This design comes from an exercise in tuning for small area, a short achievable clock period and few clock cycles on the open sky130 flow, not from production work. The RTL was checked by simulation tests, not by an equivalence proof against the original design. Power is estimated from default activity; no workload was simulated.

[flow/flow/abc.script]
&get -n
&st
&dch
&nf -a
&put
topo
stime -c
buffer -c
upsize -c
dnsize -c
[flow/constraint.sdc]
create_clock -name core_clock -period 5.0 [get_ports {clk}]
set_input_delay 1.0000 -clock core_clock [delete_from_list [all_inputs] [get_ports {clk}]]
set_output_delay 1.0000 -clock core_clock [all_outputs]
set_load 0.01 [all_outputs]
[flow/flow/run.sh]
#!/bin/bash
# Own layout flow: the standard flow with these changes.
#  - Synthesis: the standard flow's synthesis script, except that Yosys's extract_fa runs
#    only inside module fa3 (the RTL's full adder), which is kept as its own
#    module until the final flatten, so every fa3 becomes one
#    sky130_fd_sc_hd__fa_1 and all other logic is left to abc (no half adders
#    and no inverters forced around extracted adders). Everything else,
#    including the final flatten and renaming, is synth_recipe.tcl as given.
#  - If flow/abc.script exists, abc runs it instead of ORFS's abc script.
#  - Port buffers: plain sky130_fd_sc_hd__buf_1 instead of the buffer that
#    buffer_ports picks by itself (a 0.5 ns clkdlybuf4s50_1).
# Each tool's output goes to standard.log (make) and ORFS's own logs.
set -euo pipefail
W=$PWD
S="$FLOW_HOME/scripts/synth.tcl"
grep -q 'extract_fa {\*}\[dont_use_extract_fa_args\]' "$S"
grep -q '^  log_cmd abc {\*}$abc_args$' "$S"
ABC_SED=()
if [[ -f "$W/flow/abc.script" ]]; then
  ABC_SED=(-e "s#^  log_cmd abc {\*}\$abc_args\$#  lset abc_args 1 $W/flow/abc.script\n  log_cmd abc {*}\$abc_args#")
fi
sed -e 's/extract_fa {\*}\[dont_use_extract_fa_args\]/extract_fa -fa fa3/' "${ABC_SED[@]}" \
  "$S" > "$W/own_synth_body.tcl"
sed "s#source \$::env(SCRIPTS_DIR)/synth.tcl#source $W/own_synth_body.tcl#" \
  "$W/synth_recipe.tcl" > "$W/own_synth.tcl"
grep -q "own_synth_body.tcl" "$W/own_synth.tcl"
bash standard.sh "SYNTH_SCRIPT=$W/own_synth.tcl" "SYNTH_KEEP_MODULES=fa3" \
  "BUFFER_PORTS_ARGS=-buffer_cell sky130_fd_sc_hd__buf_1" finish > standard.log 2>&1
[flow/standard.sh]
#!/bin/bash
# synth_recipe.tcl (not shown) runs the flow's synth.tcl, then flattens the netlist and writes it again
# the make line also repeats each setting of config.mk as NAME=value (left out here)
make -C /OpenROAD-flow-scripts/flow DESIGN_CONFIG=/design/flow/config.mk WORK_HOME=/design/flow/orfs CLKGATE_MAP_FILE= SYNTH_SCRIPT=/design/flow/synth_recipe.tcl "${@:-finish}"
[flow/config.mk]
export PLATFORM = sky130hd
export DESIGN_NAME = modular_reduction
export DESIGN_NICKNAME = modular_reduction
export VERILOG_FILES = /design/flow/design.v
export SDC_FILE = /design/flow/constraint.sdc
export NUM_CORES = 4
export LEC_CHECK = 0
export ABC_AREA = 1
export CAP_MARGIN = 20
export CORE_MARGIN = 2
export CORE_UTILIZATION = 40
export SETUP_SLACK_MARGIN = 0.4
export SLEW_MARGIN = 20
[flow/design.v]
module modular_reduction #(
    parameter DATA_WIDTH = 48,
    parameter Q_WIDTH    = 23
) (
    input  wire clk,
    input  wire rst_n,
    input  wire start,
    output reg  done,
    input  wire [DATA_WIDTH-1:0] data_in,
    output wire [Q_WIDTH-1:0]    data_out
);
  wire [47:0] x = data_in;
  wire [47:0] nx = ~data_in;
  wire ks0, kc0, ks1, kc1, ks2, kc2, ks3, kc3, ks4, kc4, ks5, kc5, ks6, kc6, ks7, kc7, ks8, kc8, ks9, kc9, ks10, kc10, ks11, kc11, ks12, kc12, ks13, kc13, ks14, kc14, ks15, kc15, ks16, kc16, fs0, fc0, hs0, hc0, hs1, hc1, fs1, fc1, fs2, fc2, fs3, fc3, hs2, hc2, fs4, fc4, fs5, fc5, fs6, fc6, hs3, hc3, fs7, fc7, hs4, hc4, hs5, hc5, hs6, hc6, hs7, hc7, hs8, hc8, fs8, fc8, fs9, fc9, fs10, fc10, fs11, fc11, hs9, hc9, hs10, hc10, hs11, hc11, hs12, hc12, hs13, hc13, hs14, hc14, hs15, hc15, hs16, hc16, fs12, fc12, fs13, fc13, fs14, fc14, fs15, fc15, fs16, fc16, fs17, fc17, fs18, fc18, fs19, fc19, fs20, fc20, fs21, fc21, hs17, hc17, fs22, fc22, fs23, fc23, fs24, fc24, fs25, fc25, fs26, fc26, fs27, fc27, fs28, fc28, fs29, fc29, fs30, fc30, fs31, fc31, fs32, fc32, fs33, fc33, fs34, fc34, fs35, fc35, fs36, fc36, fs37, fc37, fs38, fc38, fs39, fc39, fs40, fc40, fs41, fc41, fs42, fc42, fs43, fc43, fs44, fc44;
  assign ks0 = x[23] ^ x[33];
  assign kc0 = x[23] & x[33];
  assign ks1 = x[25] ^ x[35];
  assign kc1 = x[25] & x[35];
  assign ks2 = x[28] ^ x[38];
  assign kc2 = x[28] & x[38];
  assign ks3 = x[29] ^ x[39];
  assign kc3 = x[29] & x[39];
  assign ks4 = x[30] ^ x[40];
  assign kc4 = x[30] & x[40];
  assign ks5 = x[31] ^ x[41];
  assign kc5 = x[31] & x[41];
  assign ks6 = x[32] ^ x[42];
  assign kc6 = x[32] & x[42];
  assign ks7 = x[33] ^ x[43];
  assign kc7 = x[33] & x[43];
  assign ks8 = x[34] ^ x[44];
  assign kc8 = x[34] & x[44];
  assign ks9 = x[35] ^ x[45];
  assign kc9 = x[35] & x[45];
  assign ks10 = x[37] ^ x[46];
  assign kc10 = x[37] & x[46];
  assign ks11 = x[38] ^ x[47];
  assign kc11 = x[38] & x[47];
  assign ks12 = x[41] ^ x[40];
  assign kc12 = x[41] & x[40];
  assign ks13 = x[42] ^ kc12;
  assign kc13 = x[42] & kc12;
  assign ks14 = x[43] ^ kc13;
  assign kc14 = x[43] & kc13;
  assign ks15 = x[44] ^ kc14;
  assign kc15 = x[44] & kc14;
  assign ks16 = x[45] ^ kc15;
  assign kc16 = x[45] & kc15;
  fa3 u_fs0 (.a(x[24]), .b(x[34]), .c(x[44]), .s(fs0), .co(fc0));
  assign hs0 = ~x[26] ^ ~x[36];
  assign hc0 = ~x[26] & ~x[36];
  assign hs1 = ~x[27] ^ ~x[37];
  assign hc1 = ~x[27] & ~x[37];
  fa3 u_fs1 (.a(x[13]), .b(x[23]), .c(x[33]), .s(fs1), .co(fc1));
  fa3 u_fs2 (.a(x[14]), .b(x[24]), .c(x[34]), .s(fs2), .co(fc2));
  fa3 u_fs3 (.a(x[15]), .b(x[25]), .c(x[35]), .s(fs3), .co(fc3));
  assign hs2 = x[45] ^ ~kc10;
  assign hc2 = x[45] & ~kc10;
  fa3 u_fs4 (.a(x[16]), .b(x[26]), .c(x[36]), .s(fs4), .co(fc4));
  fa3 u_fs5 (.a(x[39]), .b(~x[46]), .c(kc11), .s(fs5), .co(fc5));
  fa3 u_fs6 (.a(x[17]), .b(x[27]), .c(x[37]), .s(fs6), .co(fc6));
  assign hs3 = x[40] ^ x[47];
  assign hc3 = x[40] & x[47];
  fa3 u_fs7 (.a(x[18]), .b(x[28]), .c(x[38]), .s(fs7), .co(fc7));
  assign hs4 = x[19] ^ x[29];
  assign hc4 = x[19] & x[29];
  assign hs5 = x[20] ^ x[30];
  assign hc5 = x[20] & x[30];
  assign hs6 = x[21] ^ x[31];
  assign hc6 = x[21] & x[31];
  assign hs7 = x[22] ^ x[32];
  assign hc7 = x[22] & x[32];
  assign hs8 = x[0] ^ x[46];
  assign hc8 = x[0] & x[46];
  fa3 u_fs8 (.a(x[1]), .b(x[47]), .c(~kc0), .s(fs8), .co(fc8));
  fa3 u_fs9 (.a(x[45]), .b(ks1), .c(fc0), .s(fs9), .co(fc9));
  fa3 u_fs10 (.a(~x[3]), .b(x[46]), .c(kc1), .s(fs10), .co(fc10));
  fa3 u_fs11 (.a(x[4]), .b(hc0), .c(hs1), .s(fs11), .co(fc11));
  assign hs9 = x[5] ^ hc1;
  assign hc9 = x[5] & hc1;
  assign hs10 = x[6] ^ ~kc2;
  assign hc10 = x[6] & ~kc2;
  assign hs11 = x[7] ^ ~kc3;
  assign hc11 = x[7] & ~kc3;
  assign hs12 = x[8] ^ ~kc4;
  assign hc12 = x[8] & ~kc4;
  assign hs13 = x[9] ^ ~kc5;
  assign hc13 = x[9] & ~kc5;
  assign hs14 = x[10] ^ ~kc6;
  assign hc14 = x[10] & ~kc6;
  assign hs15 = x[11] ^ ~kc7;
  assign hc15 = x[11] & ~kc7;
  assign hs16 = x[12] ^ ~kc8;
  assign hc16 = x[12] & ~kc8;
  fa3 u_fs12 (.a(x[36]), .b(~x[43]), .c(kc9), .s(fs12), .co(fc12));
  fa3 u_fs13 (.a(x[44]), .b(fc1), .c(fs2), .s(fs13), .co(fc13));
  fa3 u_fs14 (.a(fc2), .b(fs3), .c(hs2), .s(fs14), .co(fc14));
  fa3 u_fs15 (.a(fc3), .b(hc2), .c(fs4), .s(fs15), .co(fc15));
  fa3 u_fs16 (.a(hs3), .b(fc4), .c(fs6), .s(fs16), .co(fc16));
  fa3 u_fs17 (.a(hc3), .b(fc6), .c(fs7), .s(fs17), .co(fc17));
  fa3 u_fs18 (.a(x[39]), .b(hs4), .c(fc7), .s(fs18), .co(fc18));
  fa3 u_fs19 (.a(x[40]), .b(hc4), .c(hs5), .s(fs19), .co(fc19));
  fa3 u_fs20 (.a(x[41]), .b(hc5), .c(hs6), .s(fs20), .co(fc20));
  fa3 u_fs21 (.a(x[42]), .b(hc6), .c(hs7), .s(fs21), .co(fc21));
  assign hs17 = ~x[43] ^ hs8;
  assign hc17 = ~x[43] & hs8;
  fa3 u_fs22 (.a(hc8), .b(~fs0), .c(fs8), .s(fs22), .co(fc22));
  fa3 u_fs23 (.a(x[2]), .b(fc8), .c(~fs9), .s(fs23), .co(fc23));
  fa3 u_fs24 (.a(~hs0), .b(fs10), .c(fc9), .s(fs24), .co(fc24));
  fa3 u_fs25 (.a(x[47]), .b(fc10), .c(~fs11), .s(fs25), .co(fc25));
  fa3 u_fs26 (.a(~ks2), .b(hs9), .c(fc11), .s(fs26), .co(fc26));
  fa3 u_fs27 (.a(~ks3), .b(hc9), .c(hs10), .s(fs27), .co(fc27));
  fa3 u_fs28 (.a(~ks4), .b(hc10), .c(hs11), .s(fs28), .co(fc28));
  fa3 u_fs29 (.a(~ks5), .b(hc11), .c(hs12), .s(fs29), .co(fc29));
  fa3 u_fs30 (.a(~ks6), .b(hc12), .c(hs13), .s(fs30), .co(fc30));
  fa3 u_fs31 (.a(~ks7), .b(hc13), .c(hs14), .s(fs31), .co(fc31));
  fa3 u_fs32 (.a(~ks8), .b(hc14), .c(hs15), .s(fs32), .co(fc32));
  fa3 u_fs33 (.a(~ks9), .b(hc15), .c(hs16), .s(fs33), .co(fc33));
  fa3 u_fs34 (.a(hc16), .b(fs1), .c(~fs12), .s(fs34), .co(fc34));
  fa3 u_fs35 (.a(ks10), .b(fc12), .c(~fs13), .s(fs35), .co(fc35));
  fa3 u_fs36 (.a(~ks11), .b(fc13), .c(fs14), .s(fs36), .co(fc36));
  fa3 u_fs37 (.a(~fs5), .b(fc14), .c(fs15), .s(fs37), .co(fc37));
  fa3 u_fs38 (.a(~fc5), .b(fc15), .c(fs16), .s(fs38), .co(fc38));
  fa3 u_fs39 (.a(~ks12), .b(fc16), .c(fs17), .s(fs39), .co(fc39));
  fa3 u_fs40 (.a(~ks13), .b(fc17), .c(fs18), .s(fs40), .co(fc40));
  fa3 u_fs41 (.a(~ks14), .b(fs19), .c(fc18), .s(fs41), .co(fc41));
  fa3 u_fs42 (.a(fc19), .b(fs20), .c(~ks15), .s(fs42), .co(fc42));
  fa3 u_fs43 (.a(fc20), .b(fs21), .c(~ks16), .s(fs43), .co(fc43));
  fa3 u_fs44 (.a(hc7), .b(fc21), .c(~kc16), .s(fs44), .co(fc44));
  wire [25:0] ra = {1'b0, fc44, fc43, fc42, fc41, fc40, fc39, fc38, fc37, fc36, ~fc35, fc34, fc33, fc32, fc31, fc30, fc29, fc28, fc27, fc26, ~fc25, ~fc24, fc23, fc22, hc17, hs17};
  wire [25:0] rb = {1'b0, 1'b0, fs44, fs43, fs42, fs41, fs40, fs39, fs38, fs37, fs36, ~fs35, fs34, fs33, fs32, fs31, fs30, fs29, fs28, fs27, fs26, ~fs25, ~fs24, fs23, fs22, ~ks0};
  wire [25:0] y_next;
  wire [25:0] g0 = ra & rb;
  wire [25:0] p0 = ra ^ rb;
  wire G0_1 = g0[1] | (p0[1] & g0[0]);
  wire G0_3 = g0[3] | (p0[3] & g0[2]);
  wire P0_3 = p0[3] & p0[2];
  wire G0_5 = g0[5] | (p0[5] & g0[4]);
  wire P0_5 = p0[5] & p0[4];
  wire G0_7 = g0[7] | (p0[7] & g0[6]);
  wire P0_7 = p0[7] & p0[6];
  wire G0_9 = g0[9] | (p0[9] & g0[8]);
  wire P0_9 = p0[9] & p0[8];
  wire G0_11 = g0[11] | (p0[11] & g0[10]);
  wire P0_11 = p0[11] & p0[10];
  wire G0_13 = g0[13] | (p0[13] & g0[12]);
  wire P0_13 = p0[13] & p0[12];
  wire G0_15 = g0[15] | (p0[15] & g0[14]);
  wire P0_15 = p0[15] & p0[14];
  wire G0_17 = g0[17] | (p0[17] & g0[16]);
  wire P0_17 = p0[17] & p0[16];
  wire G0_19 = g0[19] | (p0[19] & g0[18]);
  wire P0_19 = p0[19] & p0[18];
  wire G0_21 = g0[21] | (p0[21] & g0[20]);
  wire P0_21 = p0[21] & p0[20];
  wire G0_23 = g0[23] | (p0[23] & g0[22]);
  wire P0_23 = p0[23] & p0[22];
  wire G0_25 = g0[25] | (p0[25] & g0[24]);
  wire P0_25 = p0[25] & p0[24];
  wire G1_3 = G0_3 | (P0_3 & G0_1);
  wire G1_7 = G0_7 | (P0_7 & G0_5);
  wire P1_7 = P0_7 & P0_5;
  wire G1_11 = G0_11 | (P0_11 & G0_9);
  wire P1_11 = P0_11 & P0_9;
  wire G1_15 = G0_15 | (P0_15 & G0_13);
  wire P1_15 = P0_15 & P0_13;
  wire G1_19 = G0_19 | (P0_19 & G0_17);
  wire P1_19 = P0_19 & P0_17;
  wire G1_23 = G0_23 | (P0_23 & G0_21);
  wire P1_23 = P0_23 & P0_21;
  wire G2_7 = G1_7 | (P1_7 & G1_3);
  wire G2_15 = G1_15 | (P1_15 & G1_11);
  wire P2_15 = P1_15 & P1_11;
  wire G2_23 = G1_23 | (P1_23 & G1_19);
  wire P2_23 = P1_23 & P1_19;
  wire G3_15 = G2_15 | (P2_15 & G2_7);
  wire G6_23 = G2_23 | (P2_23 & G3_15);
  wire G7_11 = G1_11 | (P1_11 & G2_7);
  wire G7_19 = G1_19 | (P1_19 & G3_15);
  wire G8_5 = G0_5 | (P0_5 & G1_3);
  wire G8_9 = G0_9 | (P0_9 & G2_7);
  wire G8_13 = G0_13 | (P0_13 & G7_11);
  wire G8_17 = G0_17 | (P0_17 & G3_15);
  wire G8_21 = G0_21 | (P0_21 & G7_19);
  wire G8_25 = G0_25 | (P0_25 & G6_23);
  wire G9_2 = g0[2] | (p0[2] & G0_1);
  wire G9_4 = g0[4] | (p0[4] & G1_3);
  wire G9_6 = g0[6] | (p0[6] & G8_5);
  wire G9_8 = g0[8] | (p0[8] & G2_7);
  wire G9_10 = g0[10] | (p0[10] & G8_9);
  wire G9_12 = g0[12] | (p0[12] & G7_11);
  wire G9_14 = g0[14] | (p0[14] & G8_13);
  wire G9_16 = g0[16] | (p0[16] & G3_15);
  wire G9_18 = g0[18] | (p0[18] & G8_17);
  wire G9_20 = g0[20] | (p0[20] & G7_19);
  wire G9_22 = g0[22] | (p0[22] & G8_21);
  wire G9_24 = g0[24] | (p0[24] & G6_23);
  wire [25:0] cy = {G9_24, G6_23, G9_22, G8_21, G9_20, G7_19, G9_18, G8_17, G9_16, G3_15, G9_14, G8_13, G9_12, G7_11, G9_10, G8_9, G9_8, G2_7, G9_6, G8_5, G9_4, G1_3, G9_2, G0_1, g0[0], 1'b0};
  assign y_next = p0 ^ cy;
  reg [25:0] y;
  always @(posedge clk) begin
    y <= y_next;
  end
  always @(posedge clk or negedge rst_n) begin
    if (!rst_n) done <= 1'b0;
    else        done <= start;
  end
  wire [2:0]  yh = y[25:23];
  wire [9:0]  H  = y[22:13];
  wire [12:0] L  = y[12:0];
  wire        allH = &H[9:3];
  wire        Lnz  = |L[12:3];
  wire upc, up, b3, c16, b3_0, b3_1, b13_0, b13_1, c16_0, c16_1;
  wire [2:0] l3, h3, l3_0, l3_1, h3_0, h3_1;
  wire [3:0] dl0 = {1'b0, L[2:0]} - {1'b0, yh};           
  wire [3:0] dl1 = {1'b0, L[2:0]} - {1'b0, yh} - 4'd1;    
  wire [3:0] sh  = {1'b0, H[2:0]} + {1'b0, yh};           
  assign up = allH & (sh[3] | ((sh[2:0] == 3'd7) & (Lnz | (~dl0[3] & (|dl0[2:0])))));
  assign b3_0 = dl0[3];
  assign b3_1 = dl1[3];
  assign l3_0 = dl0[2:0];
  assign l3_1 = dl1[2:0];
  assign b13_0 = b3_0 & ~Lnz;
  assign b13_1 = b3_1 & ~Lnz;
  wire [3:0] sh0 = sh - {3'd0, b13_0};
  wire [3:0] sh1 = sh + 4'd1 - {3'd0, b13_1};
  assign c16_0 = sh0[3];
  assign c16_1 = sh1[3];
  assign h3_0 = sh0[2:0];
  assign h3_1 = sh1[2:0];
  assign b3 = up ? b3_1 : b3_0;
  assign l3 = up ? l3_1 : l3_0;
  assign c16 = up ? c16_1 : c16_0;
  assign h3 = up ? h3_1 : h3_0;
  wire [9:0]  fl;
  wire [9:0]  zl;                        
  genvar gi;
  assign zl[0] = 1'b1;
  generate
    for (gi = 1; gi < 10; gi = gi + 1) begin : g_zl
      assign zl[gi] = zl[gi-1] & ~L[gi+2];
    end
  endgenerate
  generate
    for (gi = 0; gi < 10; gi = gi + 1) begin : g_dec
      if (gi == 0) begin : g0
        assign fl[gi] = b3;
      end else begin : gn
        assign fl[gi] = b3 & zl[gi];
      end
    end
  endgenerate
  wire [9:0]  mid = L[12:3] ^ fl;
  wire [6:0]  fh;
  wire [6:0]  ah;                        
  assign ah[0] = 1'b1;
  generate
    for (gi = 1; gi < 7; gi = gi + 1) begin : g_ah
      assign ah[gi] = ah[gi-1] & H[gi+2];
    end
  endgenerate
  generate
    for (gi = 0; gi < 7; gi = gi + 1) begin : g_inc
      if (gi == 0) begin : g0
        assign fh[gi] = c16;
      end else begin : gn
        assign fh[gi] = c16 & ah[gi];
      end
    end
  endgenerate
  wire [6:0]  hi = H[9:3] ^ fh;
  assign data_out = {hi, h3, mid, l3};
endmodule
module fa3 (
    input  wire a,
    input  wire b,
    input  wire c,
    output wire s,
    output wire co
);
  assign s  = a ^ b ^ c;
  assign co = (a & b) | (a & c) | (b & c);
endmodule
==> results of run 1 <==
-- path summary, 6_finish.rpt --
check / startpoint / end
max: data_in[34] / y[24]
min: rst_n / done
max in group asynchronous: rst_n / done
min in group core_clock: start / done
-- per-module statistics from Yosys (local to each module, per instance) --
module | times used | cells | area, um2 | flip-flops and latches
modular_reduction | 1 | 355 | 2670 | 27
fa3 | 45 | 1 | 20.02 | 0
-- worst max-delay path, cell delays in order --
cell and delay, ns:
buf_1 0.15, fa_1 0.43, fa_1 0.49, inv_1 0.05, fa_1 0.54, nand2_1 0.06, o21ai_0 0.30, a21oi_2 0.11
o31ai_4 0.33, a21oi_2 0.13, o21ai_2 0.24, a21oi_2 0.12, o21ai_1 0.20, xor2_1 0.17
-- registers in the layout, indices dropped and copies added (netlist names) --
register / cells
done: 1
y: 26
-- per-layer routing --
layer	vias to the layer above	share of wire (%)	GRT usage, %
met5	-	0	0
met4	0	1.1	3.161
met3	6	4.2	1.631
met2	70	50	30.98
met1	1297	45	22.49
li1	1442	-	-
-- Yosys cell counts, types with 2 or more instances --
cell type  number  share of area, %
a21o_1          3              0.63
nor4_1          2              0.35
o21ai_1         4              0.56
maj3_1          7               2.0
a31oi_1         2              0.35
o41ai_1         2              0.49
a21oi_1        10               1.4
inv_1          17               1.8
and3_1          3              0.53
nor2_1         55               5.8
a21oi_2         3              0.74
xnor2_1        54                13
nand2b_1        5              0.88
dfxtp_1        26                15
and2_1         23               4.0
or2_2           2              0.35
o21ai_0        17               2.4
nor2b_1         6               1.1
clkbuf_1        2              0.21
nand3_1         3              0.42
xor2_1         36               8.8
nor3_1          4              0.56
nand2_1        41               4.3
and3_4          2              0.63
fa_1           45                25
o21ai_2         2              0.49
-- area by class of cell --
cell class                      count  area (um2)
Clock buffer                        4       45.04
Multi-Input combinational cell    350        2925
Inverter                           17       63.81
Fill cell                         877        4663
Sequential cell                    27       545.5
Tap cell                          108       135.1
Timing Repair Buffer               77       300.3
-- logic make-up (layout without fill, tap and decap cells) --
| group | after synthesis | in the layout |
|---|---|---|
| AND/OR/NAND/NOR | 155 | 155 |
| XOR/XNOR | 91 | 91 |
| adder cells (fa/ha/maj) | 52 | 52 |
| AO/OA/AOI/OAI | 51 | 51 |
| flip-flops | 27 | 27 |
| buffers and inverters | 23 | 98 |
| multiplexers | 1 | 1 |
-- through the flow --
stage	hold slack [ns]	worst slack (ns)
finish	0.4729	0.8669
global route	0.4659	0.6127
CTS	0.4711	0.8713
detailed placement	0.7667	0.5818
global placement	0.7628	0.7077
floorplan	0.7044	0.9632
-- report_power, final --
group	internal [mW]	leakage (nW)	switching (mW)	total (mW)
Sequential	0.338	0.231	0.108	0.446
Combinational	0.673	1.28	0.879	1.55
Clock	0.0570	0.0228	0.0659	0.123
==> results.json, run 1 <==
{
  "syn_area_um2": 3571,
  "dieArea_um2": 9699,
  "fin_setup_tns_ns": 0,
  "die_w_um": 98.49,
  "place_inst": 579,
  "dpl_cell_area_um2": 3970,
  "crit_path_start_kind": "input port",
  "synth_edf_count": 0,
  "start_util_pct": 41.15,
  "synth_compound_area_share_pct": 10.27,
  "synth_ff_type": "dfxtp_1",
  "die_y_um": 98.49,
  "yosysWarnings": 1,
  "clock_sinks": 27,
  "cap_viol_max_count": 0,
  "clk_path_buf_depth": 2,
  "layout.cells.non_filler": 583,
  "synth_area_per_cell_um2": 8.927,
  "yosys.area_share.simple_pct": 21.44,
  "clk_pin_slew_ns": 0.09,
  "gp_congestion": 0.8649,
  "io_buffer_count": 74,
  "period_share_pct": 82.66,
  "rows": 34,
  "worstPathMaxFanout": 4,
  "grt_usage_pct": 17.11,
  "core_um2": 8678,
  "setup_viol": 0,
  "cts_tree": "yes",
  "synthArstFlopShare_pct": 3.704,
  "firstDrtPassIters": 4,
  "fin_crit_ns": 4.133,
  "p_leak_nw": 1.537,
  "synthMuxAreaShare_pct": 0.2803,
  "cp.arrival_ns": 4.33,
  "drt_wl_total_mm": 7.930,
  "clockRootBuffer": "clkbuf_8",
  "end_kind": "register",
  "syn-num-nets": 496,
  "rsz0062_at_grt": "no",
  "synthCells": 400,
  "relSlewSlack_pct": 70.80,
  "post_cts_buffers": 0,
  "grt_max_degree": 15,
  "finalHoldViolCount": 0,
  "postCtsHoldBufs": 0,
  "htreeDepth": 1,
  "initialDrtViolationCount": 150,
  "io_pins": 75,
  "synth_xor_area_share_pct": 22.74,
  "synth_seq_cells": 27,
  "ant_nets": 0,
  "cts.repair.resized": 0,
  "utilization_pct": 46.27,
  "dr_total_vias": 2815,
  "grt_pass1_vias": 2906,
  "dp_hpwl_mm": 7.245,
  "grt_pass1_wl_mm": 13.57,
  "area_growth_pct": 12.44,
  "viasPerCell": 4.828,
  "cts_buffers": 3,
  "fmax_mhz": 241.9,
  "outcome": "complete, no violations",
  "drive_gt1_share_pct": 6.105,
  "yosys.area_share.adder_pct": 27.19,
  "final_cell_mix": "buf_1 (74), nor2_1 (55), xnor2_1 (54), fa_1 (45), nand2_1 (41)",
  "critPathKind": "in2reg",
  "wl_per_cell_um": 13.60,
  "ys_types": 50,
  "fin_area_um2": 4015,
  "power_density_nw_per_um2": 528.3,
  "vdd_drop_max_mv": 0.1665,
  "drv_slew": 0,
  "synth_top_family_by_area": "adder cells",
  "total_power_mw": 2.121,
  "cp.required_ns": 5.20,
  "worstMarginPinSlew_ns": 0.4380,
  "drc": 0,
  "final_common_cell": "buf_1",
  "diodes": 0,
  "seq_area_frac_synth_pct": 15.28,
  "grt_overflow": 0,
  "antenna_found_initial": 0,
  "finalNetCount": 572,
  "min_path_type": "in2async"
}
Testbench counts, summed over its fixed seeds: cycles 16,000.
==> run 2, diff against run 1 <==
==> flow/flow/abc.script (replaced) <==
&get -n
&st
&dch
&nf -a
&put
topo
stime -c
buffer -c
upsize -c
dnsize -c
strash
dch
map
topo
stime -c
buffer -c
upsize -c
dnsize -c
--- a/flow/config.mk
+++ b/flow/config.mk
@@ -11,3 +11,3 @@
 export CORE_UTILIZATION = 40
-export SETUP_SLACK_MARGIN = 0.4
+export SETUP_SLACK_MARGIN = 0.6
 export SLEW_MARGIN = 20
==> results.json, run 2 <==
{
  "clockRootBuffer": "clkbuf_8",
  "grt_overflow": 0,
  "utilization_pct": 46.51,
  "die_y_um": 101.6,
  "yosysWarnings": 1,
  "firstDrtPassIters": 4,
  "synthCells": 547,
  "area_growth_pct": 12.70,
  "worstMarginPinSlew_ns": 0.6292,
  "end_kind": "register",
  "wl_per_cell_um": 11.89,
  "cts.repair.resized": 0,
  "postCtsHoldBufs": 0,
  "place_inst": 749,
  "diodes": 0,
  "cts_tree": "yes",
  "regMostFlops": "y",
  "finalNetCount": 721,
  "fin_crit_ns": 3.993,
  "relSlewSlack_pct": 57.68,
  "cp_slowest_stage_delay_ns": 0.51,
  "ant_nets": 0,
  "dp_hpwl_mm": 8.081,
  "slowest_stage": "fa_1",
  "clk_pin_slew_ns": 0.09,
  "period_share_pct": 79.86,
  "cp.depth": 16,
  "cp_num_buf_inv": 4,
  "htreeDepth": 1,
  "synth_area_per_cell_um2": 6.972,
  "final_common_cell": "nand2_1",
  "grt_usage_pct": 18.47,
  "min_path_type": "in2async",
  "drive_gt1_share_pct": 5.288,
  "synth_seq_cells": 27,
  "viasPerCell": 4.645,
  "layout.cells.non_filler": 753,
  "rsz0062_at_grt": "no",
  "netlist.area_leader.share_pct": 23.62,
  "initialDrtViolationCount": 160,
  "largest_reg_flops": 26,
  "finalHoldViolCount": 0,
  "die_w_um": 101.6,
  "dpl_cell_area_um2": 4249,
  "crit_path_start_kind": "input port",
  "vdd_drop_max_mv": 0.1619,
  "antenna_found_initial": 0,
  "critPathKind": "in2reg",
  "hold_ws_ns": 0.4788,
  "cp_cell_sequence": "buf_1 > fa_1 > fa_1 > inv_1 > fa_1 > inv_1 > nand2_1 > nand4_1 > inv_1 > nand3_1 > o21bai_1 > a31oi_4 > o21ai_2 > a21boi_2 > o211ai_2 > nand2_1",
  "yosysMostFrequentCell": "nand2_1",
  "power_density_nw_per_um2": 474.8,
  "drc": 0,
  "grt_max_degree": 17,
  "io_pins": 75,
  "yosysTopAreaCell": "fa_1",
  "final_cell_mix": "nand2_1 (133), nor2_1 (107), buf_1 (74), inv_1 (73), fa_1 (45)",
  "start_util_pct": 41.27,
  "cp.required_ns": 5.17,
  "worstPathMaxFanout": 5,
  "startpoint": "data_in[34]",
  "fin_setup_tns_ns": 0,
  "syn-num-nets": 643,
  "dieArea_um2": 10330,
  "critPathTopFamily": "adder cells",
  "cts_buffers": 3,
  "rows": 35,
  "io_buffer_count": 74,
  "cp.arrival_ns": 4.16,
  "grt_pass1_wl_mm": 15.19,
  "synth_edf_count": 0,
  "outcome": "complete, no violations",
  "p_leak_nw": 2.074,
  "ys_top_cells_by_count": "nand2_1 (133), nor2_1 (107), inv_1 (73)",
  "top_regs": "y: 26 flops, done: 1 flops",
  "drt_wl_total_mm": 8.955,
  "syn_area_um2": 3814,
  "post_cts_buffers": 0,
  "endpoint": "y[24]",
  "ys_top_cells_by_area": "fa_1 (24%), dfxtp_1 (14%), nand2_1 (13%)",
  "dr_total_vias": 3498,
  "clk_path_buf_depth": 2,
  "fmax_mhz": 250.4,
  "seq_area_frac_synth_pct": 14.30,
  "setup_viol": 0,
  "ys_types": 47,
  "grt_pass1_vias": 3324,
  "cap_viol_max_count": 0,
  "fin_area_um2": 4298,
  "clock_sinks": 27,
  "synth_ff_type": "dfxtp_1",
  "fill_cells": 967,
  "gp_congestion": 0.8797,
  "drv_slew": 0,
  "core_um2": 9240,
  "synthArstFlopShare_pct": 3.704
}
==> run 2: worst min path at each step <==
stage / cells past startpoint / endpoint / slack [ns]
after floorplan: 0 / done / 0.70
after global placement: 1 / done / 0.76
after detailed placement: 1 / done / 0.77
after CTS: 1 / done / 0.47
after global routing: 1 / done / 0.48
final: 1 / done / 0.48
==> run 2: routing by layer <==
layer,track usage (%),vias up,part of all wire (%)
met5,0,-,0
met4,4.574,0,1.9
met3,0.9662,14,3.2
met2,32.49,83,47
met1,24.88,1549,48
li1,-,1852,-
==> run 2: per-stage QoR <==
stage | setup WS [ns] | power, mW
2_1_floorplan | 1.167 | 1.549
4_1_cts | 1.019 | 2.050
5_1_grt | 0.6971 | 2.269
3_5_place_dp | 0.7351 | 1.927
6_report | 1.007 | 2.041
3_3_place_gp | 0.8422 | 1.902
==> run 2: power breakdown <==
group | leakage, nW | internal, mW | switching [mW] | total (mW)
combinational | 1.82 | 0.564 | 0.949 | 1.51
sequential | 0.231 | 0.333 | 0.0751 | 0.408
clock | 0.0217 | 0.0564 | 0.0644 | 0.121
==> run 2: modules after synthesis (local to each module, per instance) <==
module             area (um2)  cells inside  flops+latches
fa3                     20.02             1              0
modular_reduction        2913           502             27
==> run 2: layout make-up <==
cell class / instances / area, um2 / area share [%]
Tap cell: 129 / 161.4 / 3.755
Inverter: 75 / 281.5 / 6.550
Clock buffer: 3 / 41.29 / 0.9607
Timing Repair Buffer: 75 / 285.3 / 6.638
Clock inverter: 1 / 7.507 / 0.1747
Sequential cell: 27 / 545.5 / 12.69
Multi-Input combinational cell: 443 / 2975 / 69.23
==> run 2: kinds of logic (layout without fill, tap and decap cells) <==
group / after synthesis / count (layout) / synth area share (%)
compound gates: 61 / 61 / 11.91
xor+xnor: 38 / 38 / 8.924
fa+ha+maj: 45 / 45 / 23.62
buf+inv: 77 / 154 / 7.677
flops: 27 / 27 / 14.30
simple gates: 299 / 299 / 33.56
==> run 3, diff against run 2 <==
==> flow/flow/abc.script (replaced) <==
strash
dch
map -a
topo
stime -c
buffer -c
upsize -c
dnsize -c
strash
dch
map
topo
stime -c
buffer -c
upsize -c
dnsize -c
==> results.json, run 3 <==
{
  "rsz0062_at_grt": "yes",
  "io_pins": 75,
  "syn_area_um2": 3659,
  "worstPathMaxFanout": 4,
  "diodes": 0,
  "yosysTopAreaCell": "fa_1",
  "ant_nets": 0,
  "setup_viol": 0,
  "synth_ff_type": "dfxtp_1",
  "synth_edf_count": 0,
  "regMostFlops": "y",
  "cp.arrival_ns": 4.32,
  "vdd_drop_max_mv": 0.1517,
  "relSlewSlack_pct": 53.40,
  "critPathKind": "in2reg",
  "syn-num-nets": 587,
  "grt_max_degree": 17,
  "end_kind": "register",
  "synth_area_per_cell_um2": 7.451,
  "yosysMostFrequentCell": "nor2_1",
  "io_buffer_count": 74,
  "wl_per_cell_um": 11.92,
  "finalNetCount": 665,
  "ys_top_cells_by_count": "nor2_1 (99), nand2_1 (88), inv_1 (71)",
  "dr_total_vias": 3170,
  "clk_path_buf_depth": 2,
  "rows": 34,
  "finalHoldViolCount": 0,
  "synthArstFlopShare_pct": 3.704,
  "largest_reg_flops": 26,
  "cp_cell_sequence": "buf_1 > fa_1 > fa_1 > fa_1 > inv_1 > nand2_1 > nand2_1 > nor3_1 > and3_1 > nand3b_1 > o21bai_4 > a31oi_4 > o21bai_4 > nand4_1 > a21oi_1 > nor2_1",
  "initialDrtViolationCount": 128,
  "start_util_pct": 41.55,
  "fin_setup_tns_ns": 0,
  "ys_types": 46,
  "cap_viol_max_count": 0,
  "top_regs": "y: 26 flops, done: 1 flops",
  "cp_slowest_stage_delay_ns": 0.52,
  "synth_seq_cells": 27,
  "clk_pin_slew_ns": 0.09,
  "ys_top_cells_by_area": "fa_1 (25%), dfxtp_1 (14%), nor2_1 (10%)",
  "cts_tree": "yes",
  "grt_pass1_vias": 3159,
  "drive_gt1_share_pct": 5.458,
  "grt_usage_pct": 17.47,
  "p_leak_nw": 1.886,
  "fmax_mhz": 240.8,
  "clockRootBuffer": "clkbuf_8",
  "area_growth_pct": 12.72,
  "power_density_nw_per_um2": 488.0,
  "htreeDepth": 1,
  "cts_buffers": 3,
  "worstMarginPinSlew_ns": 0.6928,
  "cp_common_cell": "fa_1",
  "fin_crit_ns": 4.152,
  "clock_sinks": 27,
  "die_y_um": 99.64,
  "final_cell_mix": "nor2_1 (99), nand2_1 (88), buf_1 (73), inv_1 (71), fa_1 (45)",
  "viasPerCell": 4.689,
  "drv_slew": 0,
  "period_share_pct": 83.04,
  "grt_pass1_wl_mm": 13.96,
  "die_w_um": 99.64,
  "dieArea_um2": 9927,
  "firstDrtPassIters": 4,
  "cp.required_ns": 5.17,
  "netlist.area_leader.share_pct": 24.62,
  "seq_area_frac_synth_pct": 14.91,
  "grt_overflow": 0,
  "yosysWarnings": 1,
  "postCtsHoldBufs": 0,
  "hold_ws_ns": 0.4733,
  "utilization_pct": 46.83,
  "crit_path_start_kind": "input port",
  "slowest_stage": "fa_1",
  "antenna_found_initial": 0,
  "min_path_type": "in2async",
  "final_common_cell": "nor2_1",
  "drt_wl_total_mm": 8.056,
  "drc": 0,
  "core_um2": 8806,
  "gp_congestion": 0.9123,
  "outcome": "complete, no violations",
  "synthCells": 491,
  "dp_hpwl_mm": 7.462
}
[run 3: cell count changes after synthesis, sizes merged, moves of 3 or more]
cell and change:
nand2 -49, nand3 -10, nor2 -10, xnor2 +9
nor3 +7, xor2 +7, o21ai +5, and2 -4
inv -4, a31oi -3
[run 3: report_power, final]
| part | internal [mW] | switching, mW | total (mW) |
|---|---|---|---|
| clock | 0.0565 | 0.0647 | 0.121 |
| combinational | 0.587 | 0.896 | 1.48 |
| sequential | 0.333 | 0.0748 | 0.408 |
[run 3: kinds of logic (layout without fill, tap and decap cells)]
logic type      count (synthesis)  count (layout)  synth area share, %
simple gates                  237             237                28.45
buf+inv                        73             150                7.524
compound gates                 55              55                11.56
xor+xnor                       54              54                12.93
fa+ha+maj                      45              45                24.62
flops                          27              27                14.91
[run 3: final timing paths]
check,cells after the start,start,to,slack [ns]
min,1,rst_n,done,0.47
max in group asynchronous,1,rst_n,done,4.43
min in group core_clock,1,start,done,0.83
max,16,data_in[35],y[24],0.85
[run 3: metal layers]
| metal | track usage (%) | vias up | routed length, um |
|---|---|---|---|
| li1 | - | 1673 | - |
| met1 | 23.00 | 1427 | 3799 |
| met2 | 31.44 | 62 | 3891 |
| met4 | 3.899 | 0 | 113 |
| met5 | 0 | - | 0 |
| met3 | 1.195 | 8 | 251 |
[run 3: per-module statistics from Yosys, one instance, submodules excluded]
| module | area (um2) | copies in the design | flops+latches |
|---|---|---|---|
| fa3 | 20.02 | 45 | 0 |
| modular_reduction | 2758 | 1 | 27 |
[run 3: worst max-delay path: cells and delay by family]
kind | cells | cell delay [ns]
AND/OR/NAND/NOR | 7 | 0.87
adder cells (fa/ha/maj) | 3 | 1.50
AO/OA/AOI/OAI | 4 | 0.72
buffers and inverters | 2 | 0.24
[run 3: what timing repair did]
action                                  4_1_cts  5_1_grt
resized for setup                             0        2
endpoints found under the setup margin        0        3
setup buffers                                 0        0
[run 3: through the flow]
stage / std cells / total power [mW] / area, um2 / setup slack (ns)
floorplan: 491 / 1.551 / 3659 / 0.9848
global placement: 672 / 1.890 / 4070 / 0.6009
CTS: 676 / 2.040 / 4119 / 0.8007
finish: 676 / 2.012 / 4124 / 0.8478
global route: 676 / 2.255 / 4124 / 0.5939
detailed placement: 672 / 1.914 / 4070 / 0.5059
[run 3: layout make-up]
| cell class | count | area, um2 |
|---|---|---|
| Clock buffer | 3 | 41.29 |
| Clock inverter | 1 | 7.507 |
| Fill cell | 893 | 4682 |
| Inverter | 71 | 266.5 |
| Multi-Input combinational cell | 391 | 2841 |
| Sequential cell | 27 | 545.5 |
| Tap cell | 108 | 135.1 |
| Timing Repair Buffer | 75 | 286.5 |
==> run 4, diff against run 3 <==
==> flow/flow/abc.script (replaced) <==
&get -n
&st
&dch
&nf -a
&put
topo
stime -c
buffer -c
upsize -c
dnsize -c
--- a/flow/config.mk
+++ b/flow/config.mk
@@ -11,3 +11,3 @@
 export CORE_UTILIZATION = 40
-export SETUP_SLACK_MARGIN = 0.6
+export SETUP_SLACK_MARGIN = 1.0
 export SLEW_MARGIN = 20
==> results.json, run 4 <==
{
  "fin_crit_ns": 3.915,
  "synth_ff_type": "dfxtp_1",
  "cp_cell_sequence": "buf_4 > fa_1 > fa_1 > inv_1 > fa_2 > nor2b_4 > maj3_2 > a21oi_2 > o21ai_1 > a21oi_2 > o21ai_2 > a21oi_2 > o21ai_1 > xor2_1",
  "dr_total_vias": 2870,
  "postCtsHoldBufs": 0,
  "syn_area_um2": 3571,
  "rsz0062_at_grt": "yes",
  "syn-num-nets": 496,
  "relSlewSlack_pct": 70.84,
  "antenna_found_initial": 0,
  "period_share_pct": 78.29,
  "grt_pass1_vias": 2954,
  "rows": 34,
  "clock_sinks": 27,
  "p_leak_nw": 1.659,
  "fin_ws_ns": 1.085,
  "yosysTopAreaCell": "fa_1",
  "initialDrtViolationCount": 85,
  "dpl_cell_area_um2": 3978,
  "place_ws_ns": 0.5650,
  "start_util_pct": 41.15,
  "synthArstFlopShare_pct": 3.704,
  "drt_wl_total_mm": 8.049,
  "yosysWarnings": 1,
  "final_cell_mix": "buf_1 (58), nor2_1 (54), xnor2_1 (52), nand2_1 (41), fa_1 (41)",
  "place_inst": 579,
  "cts_buffers": 3,
  "cp.depth": 14,
  "synth_area_per_cell_um2": 8.927,
  "drive_gt1_share_pct": 16.60,
  "fin_area_um2": 4250,
  "ys_top_cells_by_count": "nor2_1 (55), xnor2_1 (54), fa_1 (45)",
  "worstPathMaxFanout": 4,
  "cp_common_cell": "a21oi_2",
  "cp.arrival_ns": 4.07,
  "finalHoldViolCount": 0,
  "worstMarginPinSlew_ns": 0.4374,
  "critPathKind": "in2reg",
  "min_path_type": "in2async",
  "slowest_stage": "fa_2",
  "io_buffer_count": 74,
  "area_growth_pct": 19.03,
  "drc": 0,
  "ant_nets": 0,
  "die_y_um": 98.49,
  "netlist.area_leader.share_pct": 25.23,
  "fmax_mhz": 255.4,
  "startpoint": "data_in[34]",
  "largest_reg_flops": 26,
  "cts_tree": "yes",
  "endpoint": "y[23]",
  "critPathTopFamily": "adder cells",
  "viasPerCell": 4.864,
  "cp_num_buf_inv": 2,
  "cap_viol_max_count": 0,
  "ys_top_cells_by_area": "fa_1 (25%), dfxtp_1 (15%), xnor2_1 (13%)",
  "gp_congestion": 0.8337,
  "htreeDepth": 1,
  "dieArea_um2": 9699,
  "grt_usage_pct": 16.74,
  "wl_per_cell_um": 13.64,
  "top_regs": "y: 26 flops, done: 1 flops",
  "crit_path_start_kind": "input port",
  "end_kind": "register",
  "setup_viol": 0,
  "fin_setup_tns_ns": 0,
  "finalNetCount": 579,
  "synth_edf_count": 0,
  "grt_overflow": 0,
  "yosysMostFrequentCell": "nor2_1",
  "final_common_cell": "buf_1",
  "core_um2": 8678,
  "grt_max_degree": 16,
  "ys_types": 50,
  "firstDrtPassIters": 4,
  "cp_slowest_stage_delay_ns": 0.58,
  "synthCells": 400,
  "vdd_drop_max_mv": 0.1428,
  "utilization_pct": 48.98,
  "clockRootBuffer": "clkbuf_8",
  "seq_area_frac_synth_pct": 15.28,
  "clk_path_buf_depth": 2,
  "die_w_um": 98.49,
  "regMostFlops": "y",
  "layout.cells.non_filler": 590,
  "clk_pin_slew_ns": 0.09,
  "diodes": 0,
  "io_pins": 75,
  "synth_seq_cells": 27,
  "grt_pass1_wl_mm": 13.23,
  "power_density_nw_per_um2": 544.8,
  "dp_hpwl_mm": 7.113,
  "drv_slew": 0,
  "cp.required_ns": 5.16,
  "outcome": "complete, no violations"
}
## run 4: report_power, final
group	leakage (nW)	switching [mW]	internal, mW
Combinational	1.40	0.953	0.785
Sequential	0.232	0.113	0.343
Clock	0.0255	0.0666	0.0557
Total	1.66	1.13	1.18
## run 4: cell families (layout without fill, tap and decap cells)
family / count (synthesis) / count (layout) / synth area share (%)
AO/OA/AOI/OAI: 51 / 51 / 10.27
adder cells (fa/ha/maj): 52 / 52 / 27.19
XOR/XNOR: 91 / 91 / 22.74
multiplexers: 1 / 1 / 0.2803
flip-flops: 27 / 27 / 15.28
AND/OR/NAND/NOR: 155 / 155 / 21.44
buffers and inverters: 23 / 105 / 2.803
## run 4: layout make-up
| cell class | count | area [um2] |
|---|---|---|
| clock buffer | 3 | 41.29 |
| timing repair buffer | 84 | 385.4 |
| inverter | 17 | 63.81 |
| sequential | 27 | 551.8 |
| fill | 874 | 4428 |
| multi-input combinational | 350 | 3068 |
| tap | 108 | 135.1 |
| clock inverter | 1 | 5.005 |
## run 4: worst min-delay path by stage
stage          startpoint    to  depth (start not counted)
2_1_floorplan       rst_n  done                          0
3_3_place_gp        rst_n  done                          1
5_1_grt             rst_n  done                          1
3_5_place_dp        rst_n  done                          1
4_1_cts             rst_n  done                          1
6_report            rst_n  done                          1
## run 4: routing by layer
metal  wire length (um)  track usage [%]
met1               3566            21.60
met2               4071            30.04
met3                273            1.702
met4                137            4.426
met5                  0                0
## run 4: per-module statistics from Yosys (local to each module, per instance)
| module | cell area (um2) | flops+latches | cells inside | copies in the design |
|---|---|---|---|---|
| modular_reduction | 2670 | 27 | 355 | 1 |
| fa3 | 20.02 | 0 | 1 | 45 |
## run 4: repair_timing
item / CTS / global route
cloned: 0 / 1
buffers inserted: 2 / 4
endpoints found under the setup margin: 16 / 29
pin swaps: 3 / 8
gates resized for setup: 10 / 54
## run 4: metrics by stage
| step | hold slack, ns | power (mW) |
|---|---|---|
| after floorplan | 0.7044 | 1.664 |
| after global placement | 0.7625 | 1.992 |
| after detailed placement | 0.7663 | 2.026 |
| after CTS | 0.4645 | 2.175 |
| after global routing | 0.4592 | 2.538 |
| final | 0.4752 | 2.316 |
==> run 5, diff against run 4 <==
--- a/flow/config.mk
+++ b/flow/config.mk
@@ -11,3 +11,3 @@
 export CORE_UTILIZATION = 40
-export SETUP_SLACK_MARGIN = 1.0
+export SETUP_SLACK_MARGIN = 0.7
 export SLEW_MARGIN = 20
==> results.json, run 5 <==
{
  "outcome": "complete, no violations",
  "firstDrtPassIters": 6,
  "cp.arrival_ns": 4.28,
  "grt_pass1_vias": 2906,
  "clock_sinks": 27,
  "die_w_um": 98.49,
  "power.share.combinational_pct": 73.3,
  "crit_path_start_kind": "input port",
  "regArea_um2": 545.5,
  "clockRootBuffer": "clkbuf_8",
  "internal_power_mw": 1.071,
  "synth_edf_count": 0,
  "yosysMostFrequentCell": "nor2_1",
  "end_kind": "register",
  "p_leak_nw": 1.545,
  "slowest_stage": "fa_1",
  "drc": 0,
  "power_density_nw_per_um2": 528.0,
  "synth_ff_type": "dfxtp_1",
  "cp.required_ns": 5.20,
  "p_sw_mw": 1.053,
  "fin_crit_ns": 4.082,
  "period_share_pct": 81.65,
  "final_common_cell": "buf_1",
  "drv_slew": 0,
  "io_buffer_count": 74,
  "setup_viol": 0,
  "cap_viol_max_count": 0,
  "relSlewSlack_pct": 71.27,
  "switching_share_pct": 49.58,
  "ys_top_cells_by_area": "fa_1 (25%), dfxtp_1 (15%), xnor2_1 (13%)",
  "critPathKind": "in2reg",
  "die_y_um": 98.49,
  "grt_overflow": 0,
  "largest_reg_flops": 26,
  "post_cts_buffers": 0,
  "synth_seq_cells": 27,
  "area_growth_pct": 12.68,
  "htreeDepth": 1,
  "ant_nets": 0,
  "dp_hpwl_mm": 7.245,
  "ys_types": 50,
  "yosysWarnings": 1,
  "total_power_mw": 2.125,
  "core_um2": 8678,
  "fmax_mhz": 244.9,
  "io_pins": 75,
  "rows": 34,
  "synthCells": 400,
  "seq_power_share_pct": 21.0,
  "worstMarginPinSlew_ns": 0.4289,
  "rsz0062_at_grt": "yes",
  "drive_gt1_share_pct": 6.526,
  "critPathTopFamily": "adder cells",
  "regMostFlops": "y",
  "cts_buffers": 3,
  "clockPowerShare_pct": 5.7,
  "yosysTopAreaCell": "fa_1",
  "clk_pin_slew_ns": 0.09,
  "finalNetCount": 572,
  "min_path_type": "in2async",
  "grt_max_degree": 15,
  "antenna_found_initial": 0,
  "cp_slowest_stage_delay_ns": 0.52,
  "vdd_drop_max_mv": 0.1665,
  "fin_setup_tns_ns": 0,
  "worstPathMaxFanout": 3,
  "grt_pass1_wl_mm": 13.57,
  "netlist.area_leader.share_pct": 25.23,
  "cts_tree": "yes",
  "initialDrtViolationCount": 96,
  "seq_area_frac_synth_pct": 15.28,
  "syn-num-nets": 496,
  "multiInputGateArea_um2": 2933,
  "ys_top_cells_by_count": "nor2_1 (55), xnor2_1 (54), fa_1 (45)",
  "dr_total_vias": 2808,
  "start_util_pct": 41.15,
  "grt_usage_pct": 17.11,
  "diodes": 0,
  "drt_wl_total_mm": 7.904,
  "synth_area_per_cell_um2": 8.927,
  "cp_cell_sequence": "buf_1 > fa_1 > fa_1 > inv_1 > fa_1 > xnor2_2 > nor2_1 > a21oi_2 > o31ai_4 > a21oi_2 > o21ai_2 > a21oi_2 > o21ai_1 > xor2_1",
  "wl_per_cell_um": 13.56,
  "top_regs": "y: 26 flops, done: 1 flops",
  "cp_num_buf_inv": 2,
  "fill_cells": 877,
  "final_cell_mix": "buf_1 (73), nor2_1 (55), xnor2_1 (53), fa_1 (45), nand2_1 (41)",
  "clk_path_buf_depth": 2,
  "gp_congestion": 0.8649,
  "finalHoldViolCount": 0,
  "syn_area_um2": 3571,
  "synthArstFlopShare_pct": 3.704,
  "dieArea_um2": 9699,
  "viasPerCell": 4.816
}
-- run 5: final cells by class --
| cell class | count | area share, % |
|---|---|---|
| clock buffer | 4 | 1.119 |
| inverter | 17 | 1.586 |
| multi-input combinational | 350 | 72.89 |
| sequential | 27 | 13.56 |
| tap | 108 | 3.358 |
| timing repair buffer | 77 | 7.494 |
-- run 5: power groups by stage --
| stage | Sequential (mW) | Clock, mW | Combinational [mW] |
|---|---|---|---|
| after floorplan | 0.427 | 0 | 1.23 |
| after global placement | 0.448 | 0 | 1.54 |
| after detailed placement | 0.454 | 0 | 1.57 |
| after CTS | 0.448 | 0.126 | 1.57 |
| after global routing | 0.464 | 0.133 | 1.75 |
| final | 0.446 | 0.122 | 1.56 |
-- run 5: cells by family (layout without fill, tap and decap cells) --
logic type	Yosys count	in the layout	synth area share, %
compound gates	51	51	10.27
xor+xnor	91	91	22.74
fa+ha+maj	52	52	27.19
buf+inv	23	98	2.803
flops	27	27	15.28
mux	1	1	0.2803
simple gates	155	155	21.44
-- run 5: repair_timing --
item / 4_1_cts / 5_1_grt
hold buffers: 0 / 0
endpoints found under the setup margin: 0 / 5
gates resized for setup: 0 / 3
-- run 5: per-layer routing --
| layer | share of wire (%) | GRT usage (%) | wire, um |
|---|---|---|---|
| met1 | 45 | 22.49 | 3546 |
| met5 | 0 | 0 | 0 |
| met2 | 50 | 30.98 | 3951 |
| met3 | 4.1 | 1.631 | 321 |
| met4 | 1.1 | 3.161 | 85 |
-- run 5: path summary, 6_finish.rpt --
check                             from  endpoint  slack, ns  cells after the start
worst max-delay path       data_in[24]     y[24]       0.92                     14
worst min-delay path             rst_n      done       0.48                      1
max in group asynchronous        rst_n      done       4.43                      1
min in group core_clock          start      done       0.83                      1
-- run 5: per-module statistics from Yosys (local to each module, per instance) --
module             cells inside  area, um2  flip-flops and latches  times used
modular_reduction           355       2670                      27           1
fa3                           1      20.02                       0          45
-- run 5: metrics by stage --
step / hold slack [ns] / instances / cell area [um2] / setup WS (ns) / utilization, %
final: 0.4759 / 583 / 4024 / 0.9175 / 46.37
after global routing: 0.4659 / 583 / 4024 / 0.6858 / 46.37
after CTS: 0.4711 / 583 / 4015 / 0.8713 / 46.27
after detailed placement: 0.7667 / 579 / 3970 / 0.5818 / 45.75
after global placement: 0.7628 / 579 / 3970 / 0.7077 / 45.75
after floorplan: 0.7044 / 400 / 3571 / 0.9632 / -
==> run 6, diff against run 5 <==
--- a/flow/config.mk
+++ b/flow/config.mk
@@ -11,3 +11,3 @@
 export CORE_UTILIZATION = 40
-export SETUP_SLACK_MARGIN = 0.7
+export SETUP_SLACK_MARGIN = 0.85
 export SLEW_MARGIN = 20
==> results.json, run 6 <==
{
  "ant_nets": 0,
  "final_common_cell": "buf_1",
  "postCtsHoldBufs": 0,
  "wl_per_cell_um": 13.65,
  "fin_ws_ns": 1.004,
  "top_layer": "met4",
  "period_share_pct": 79.92,
  "diodes": 0,
  "fin_setup_tns_ns": 0,
  "drt_wl_total_mm": 7.971,
  "cp_common_cell": "fa_1",
  "cap_viol_max_count": 0,
  "core_um2": 8678,
  "gp_congestion": 0.8649,
  "route.met3.wl_um": 324,
  "synth_edf_count": 0,
  "initialDrtViolationCount": 138,
  "place_ws_ns": 0.5818,
  "io_pins": 75,
  "drive_gt1_share_pct": 8.613,
  "relSlewSlack_pct": 69.40,
  "outcome": "complete, no violations",
  "synthCells": 400,
  "synth_area_per_cell_um2": 8.927,
  "worstMarginPinSlew_ns": 0.4557,
  "rsz0062_at_grt": "yes",
  "cp_slowest_stage_delay_ns": 0.51,
  "crit_path_start_kind": "input port",
  "die_w_um": 98.49,
  "cp_cell_sequence": "clkbuf_2 > fa_1 > fa_1 > inv_1 > fa_1 > nor2b_1 > maj3_1 > a21oi_1 > o21ai_1 > a21oi_4 > o21ai_4 > maj3_1 > xnor2_1",
  "drc": 0,
  "firstDrtPassIters": 4,
  "dp_hpwl_mm": 7.245,
  "finalHoldViolCount": 0,
  "cp.required_ns": 5.16,
  "clock_sinks": 27,
  "grt_max_degree": 15,
  "regMostFlops": "y",
  "hold_ws_ns": 0.4749,
  "yosysMostFrequentCell": "nor2_1",
  "viasPerCell": 4.858,
  "syn-num-nets": 496,
  "synth_seq_cells": 27,
  "critPathKind": "in2reg",
  "rows": 34,
  "yosysWarnings": 1,
  "clk_path_buf_depth": 2,
  "worstPathMaxFanout": 4,
  "ys_types": 50,
  "cts_buffers": 3,
  "io_buffer_count": 74,
  "grt_usage_pct": 17.11,
  "drv_slew": 0,
  "die_y_um": 98.49,
  "setup_viol": 0,
  "grt_overflow": 0,
  "clockRootBuffer": "clkbuf_8",
  "largest_reg_flops": 26,
  "end_kind": "register",
  "fill_cells": 872,
  "dr_total_vias": 2837,
  "grt_pass1_wl_mm": 13.57,
  "cts_tree": "yes",
  "fin_crit_ns": 3.996,
  "slowest_stage": "fa_1",
  "htreeDepth": 1,
  "fmax_mhz": 250.3,
  "area_growth_pct": 14.72,
  "yosysTopAreaCell": "fa_1",
  "p_leak_nw": 1.566,
  "seq_area_frac_synth_pct": 15.28,
  "critPathTopFamily": "adder cells",
  "min_path_type": "in2async",
  "routedLengthMet1_mm": 3.515,
  "cp_num_buf_inv": 2,
  "clk_pin_slew_ns": 0.09,
  "dieArea_um2": 9699,
  "syn_area_um2": 3571,
  "finalNetCount": 573,
  "ys_top_cells_by_area": "fa_1 (25%), dfxtp_1 (15%), xnor2_1 (13%)",
  "top_regs": "y: 26 flops, done: 1 flops",
  "total_power_mw": 2.198,
  "synth_ff_type": "dfxtp_1",
  "cp.arrival_ns": 4.16,
  "netlist.area_leader.share_pct": 25.23,
  "vdd_drop_max_mv": 0.1657,
  "wl_met2_mm": 4.046,
  "power_density_nw_per_um2": 536.5,
  "final_cell_mix": "buf_1 (71), nor2_1 (54), xnor2_1 (53), fa_1 (44), nand2_1 (41)",
  "grt_pass1_vias": 2906,
  "ys_top_cells_by_count": "nor2_1 (55), xnor2_1 (54), fa_1 (45)",
  "antenna_found_initial": 0,
  "synthArstFlopShare_pct": 3.704,
  "start_util_pct": 41.15
}
==> run 6: cell counts after synthesis <==
Identical to the previous run, type by type.
==> run 6: power by group <==
| part | internal (mW) | switching (mW) | leakage [nW] |
|---|---|---|---|
| registers | 0.338 | 0.111 | 0.231 |
| logic | 0.704 | 0.921 | 1.31 |
| clock network | 0.0570 | 0.0654 | 0.0228 |
| total | 1.10 | 1.10 | 1.57 |
==> run 6: per-module statistics from Yosys, one instance, submodules excluded <==
module	flops+latches	cell area [um2]	times used
fa3	0	20.02	45
modular_reduction	27	2670	1
==> run 6: cell families after synthesis <==
logic type      count (synthesis)  share of synthesized area [%]
xor+xnor                       91                          22.74
mux                             1                         0.2803
buf+inv                        23                          2.803
compound gates                 51                          10.27
fa+ha+maj                      52                          27.19
flops                          27                          15.28
simple gates                  155                          21.44
==> run 6: repair_timing <==
action	4_1_cts	5_1_grt
buffers inserted	0	1
setup endpoints to repair	0	22
gates resized for setup	0	18
==> run 6: final timing paths <==
| check | startpoint | slack, ns | end | depth (start not counted) |
|---|---|---|---|---|
| min in group core_clock | start | 0.83 | done | 1 |
| max | data_in[34] | 1.00 | y[21] | 13 |
| max in group asynchronous | rst_n | 4.43 | done | 1 |
| min | rst_n | 0.47 | done | 1 |
==> run 6: metal layers <==
layer / track usage [%] / vias up
met5: 0 / -
met4: 3.161 / 0
met3: 1.631 / 6
met2: 30.98 / 62
met1: 22.49 / 1330
li1: - / 1439
==> run 6: stage by stage <==
stage / std cells / utilization [%] / instance area (um2)
floorplan: 400 / - / 3571
global placement: 579 / 45.75 / 3970
detailed placement: 579 / 45.75 / 3970
CTS: 583 / 46.27 / 4015
global route: 584 / 47.20 / 4096
finish: 584 / 47.20 / 4096
==> run 6: final cells by class <==
type	count	area (um2)	share of cell area [%]
sequential	27	545.5	13.32
inverter	17	63.81	1.558
multi-input combinational	350	2995	73.12
tap	108	135.1	3.299
timing repair buffer	78	311.5	7.605
clock buffer	4	45.04	1.100
==> run 7, diff against run 6 <==
--- a/flow/config.mk
+++ b/flow/config.mk
@@ -11,3 +11,3 @@
 export CORE_UTILIZATION = 40
-export SETUP_SLACK_MARGIN = 0.85
+export SETUP_SLACK_MARGIN = 0.9
 export SLEW_MARGIN = 20
==> results.json, run 7 <==
{
  "cp_common_cell": "fa_1",
  "initialDrtViolationCount": 135,
  "cp_cell_sequence": "clkbuf_2 > fa_1 > fa_1 > inv_1 > fa_1 > nor2b_1 > maj3_1 > a21oi_1 > o21ai_2 > a21oi_4 > o21ai_4 > maj3_1 > xnor2_1",
  "synth_edf_count": 0,
  "dieArea_um2": 9699,
  "grt_pass1_wl_mm": 13.54,
  "ys_top_cells_by_area": "fa_1 (25%), dfxtp_1 (15%), xnor2_1 (13%)",
  "gp_congestion": 0.8649,
  "core_um2": 8678,
  "cp.required_ns": 5.16,
  "cts_tree": "yes",
  "die_w_um": 98.49,
  "fin_crit_ns": 3.971,
  "layout.cells.non_filler": 584,
  "firstDrtPassIters": 4,
  "yosysWarnings": 1,
  "seq_power_share_pct": 20.2,
  "outcome": "complete, no violations",
  "regMostFlops": "y",
  "cap_viol_max_count": 0,
  "syn-num-nets": 496,
  "final_cell_mix": "buf_1 (67), nor2_1 (54), xnor2_1 (53), fa_1 (44), nand2_1 (41)",
  "fin_setup_tns_ns": 0,
  "utilization_pct": 47.66,
  "grt_max_degree": 15,
  "antenna_found_initial": 0,
  "critPathTopFamily": "adder cells",
  "power.share.combinational_pct": 74.2,
  "postCtsHoldBufs": 0,
  "fin_ws_ns": 1.029,
  "vdd_drop_max_mv": 0.1663,
  "startpoint": "data_in[24]",
  "synth_ff_type": "dfxtp_1",
  "slowest_stage": "fa_1",
  "synth_area_per_cell_um2": 8.927,
  "p_sw_mw": 1.112,
  "p_leak_nw": 1.590,
  "power_density_nw_per_um2": 537.2,
  "grt_overflow": 0,
  "finalNetCount": 573,
  "place_inst": 579,
  "io_buffer_count": 74,
  "wl_per_cell_um": 13.74,
  "final_common_cell": "buf_1",
  "io_pins": 75,
  "drive_gt1_share_pct": 10.29,
  "rsz0062_at_grt": "yes",
  "period_share_pct": 79.43,
  "setup_viol": 0,
  "drt_wl_total_mm": 8.022,
  "start_util_pct": 41.15,
  "synth_seq_cells": 27,
  "switching_share_pct": 50.04,
  "total_power_mw": 2.222,
  "worstMarginPinSlew_ns": 0.4557,
  "cp_slowest_stage_delay_ns": 0.52,
  "grt_pass1_vias": 2900,
  "dp_hpwl_mm": 7.245,
  "cts_buffers": 3,
  "top_regs": "y: 26 flops, done: 1 flops",
  "place_ws_ns": 0.5818,
  "cp_num_buf_inv": 2,
  "internal_power_mw": 1.110,
  "relSlewSlack_pct": 69.40,
  "clk_pin_slew_ns": 0.09,
  "clock_sinks": 27,
  "cp.arrival_ns": 4.13,
  "ys_types": 50,
  "end_kind": "register",
  "netlist.area_leader.share_pct": 25.23,
  "critPathKind": "in2reg",
  "ys_top_cells_by_count": "nor2_1 (55), xnor2_1 (54), fa_1 (45)",
  "clockPowerShare_pct": 5.5,
  "min_path_type": "in2async",
  "viasPerCell": 4.842,
  "yosysMostFrequentCell": "nor2_1",
  "grt_usage_pct": 17.08,
  "htreeDepth": 1,
  "clockRootBuffer": "clkbuf_8",
  "crit_path_start_kind": "input port",
  "dr_total_vias": 2828,
  "fmax_mhz": 251.8,
  "worstPathMaxFanout": 3,
  "area_growth_pct": 15.84,
  "drv_slew": 0,
  "die_y_um": 98.49,
  "synthArstFlopShare_pct": 3.704,
  "syn_area_um2": 3571,
  "rows": 34,
  "seq_area_frac_synth_pct": 15.28,
  "yosysTopAreaCell": "fa_1",
  "ant_nets": 0,
  "drc": 0,
  "largest_reg_flops": 26,
  "clk_path_buf_depth": 2,
  "synthCells": 400,
  "diodes": 0,
  "finalHoldViolCount": 0
}
==> run 7: cell types whose count changed in the layout (fill, tap and decap cells not counted), sizes merged <==
cell / change
buf: -3
clkbuf: +3
==> run 7: cells by family (layout without fill, tap and decap cells) <==
logic type | count (synthesis) | count (layout) | synth area share (%)
multiplexers | 1 | 1 | 0.2803
buffers and inverters | 23 | 99 | 2.803
XOR/XNOR | 91 | 91 | 22.74
adder cells (fa/ha/maj) | 52 | 52 | 27.19
flip-flops | 27 | 27 | 15.28
AO/OA/AOI/OAI | 51 | 51 | 10.27
AND/OR/NAND/NOR | 155 | 155 | 21.44
==> run 7: per-module statistics from Yosys (local to each module, per instance) <==
module	cells inside	flip-flops and latches
fa3	1	0
modular_reduction	355	27
==> run 7: metrics by stage <==
step	hold slack [ns]	cell area (um2)
2_1_floorplan	0.7044	3571
5_1_grt	0.4659	4136
3_5_place_dp	0.7667	3970
6_report	0.4745	4136
3_3_place_gp	0.7628	3970
4_1_cts	0.4711	4016
==> run 7: path summary, 6_finish.rpt <==
path | end | slack [ns] | cells after the start
min in group core_clock | done | 0.83 | 1
max | y[21] | 1.03 | 13
max in group asynchronous | done | 4.43 | 1
min | done | 0.47 | 1
==> run 7: layout make-up <==
| cell class | count | area (um2) |
|---|---|---|
| Inverter | 17 | 63.81 |
| Timing Repair Buffer | 78 | 320.3 |
| Sequential cell | 27 | 545.5 |
| Fill cell | 867 | 4542 |
| Clock buffer | 4 | 45.04 |
| Multi-Input combinational cell | 350 | 3027 |
| Tap cell | 108 | 135.1 |
==> run 7: per-layer routing <==
layer / share of wire (%) / vias to the layer above / global-route usage, %
met5: 0 / - / 0
met4: 1.1 / 0 / 3.161
met3: 4.2 / 6 / 1.631
met2: 51 / 64 / 30.98
met1: 44 / 1319 / 22.40
li1: - / 1439 / -
==> run 7: what timing repair did <==
| item | 4_1_cts | 5_1_grt |
|---|---|---|
| gates resized for setup | 2 | 27 |
| pin swaps | 0 | 5 |
| buffers inserted | 0 | 1 |
| setup endpoints to repair | 4 | 29 |
==> run 7: power by group through the flow <==
stage	logic, mW	registers [mW]	clock network [mW]
2_1_floorplan	1.23	0.427	0
3_3_place_gp	1.54	0.448	0
3_5_place_dp	1.57	0.454	0
4_1_cts	1.57	0.448	0.126
5_1_grt	1.85	0.467	0.133
6_report	1.65	0.450	0.123

[what the ideal ports hide]
No port has a modelled driver above. Below, the same layouts with a new extraction and two added sets of constraints. Step 1 assumes that a clkbuf_16 drives the clock port and a buf_2 every other input. Step 2 adds t to the input delays and takes it off the output delays; t is the mean of the earliest and latest rising clock arrival at the registers after step 1. Input paths then give back, and output paths get back, about the clock's delay inside the block. Slacks: no drivers / after step 1 / after step 2; pairs: no drivers / after step 1.
run | shift t [ns] | setup slack, ns | slew at the worst register clock pin (ns)
run 1 | 0.296 | 0.867 / 0.869 / 0.573 | 0.09 / 0.09
run 2 | 0.294 | 1.007 / 1.015 / 0.721 | 0.09 / 0.09
run 3 | 0.295 | 0.848 / 0.841 / 0.545 | 0.09 / 0.09
run 4 | 0.296 | 1.085 / 1.074 / 0.787 | 0.09 / 0.09
run 5 | 0.294 | 0.918 / 0.924 / 0.630 | 0.09 / 0.09
run 6 | 0.295 | 1.004 / 1.004 / 0.709 | 0.09 / 0.09
run 7 | 0.295 | 1.029 / 1.034 / 0.738 | 0.09 / 0.09
After both steps every run listed still meets setup and hold. For run 3, which loses most, drivers alone change the setup slack by -0.007 ns; drivers and shift together by -0.303 ns.
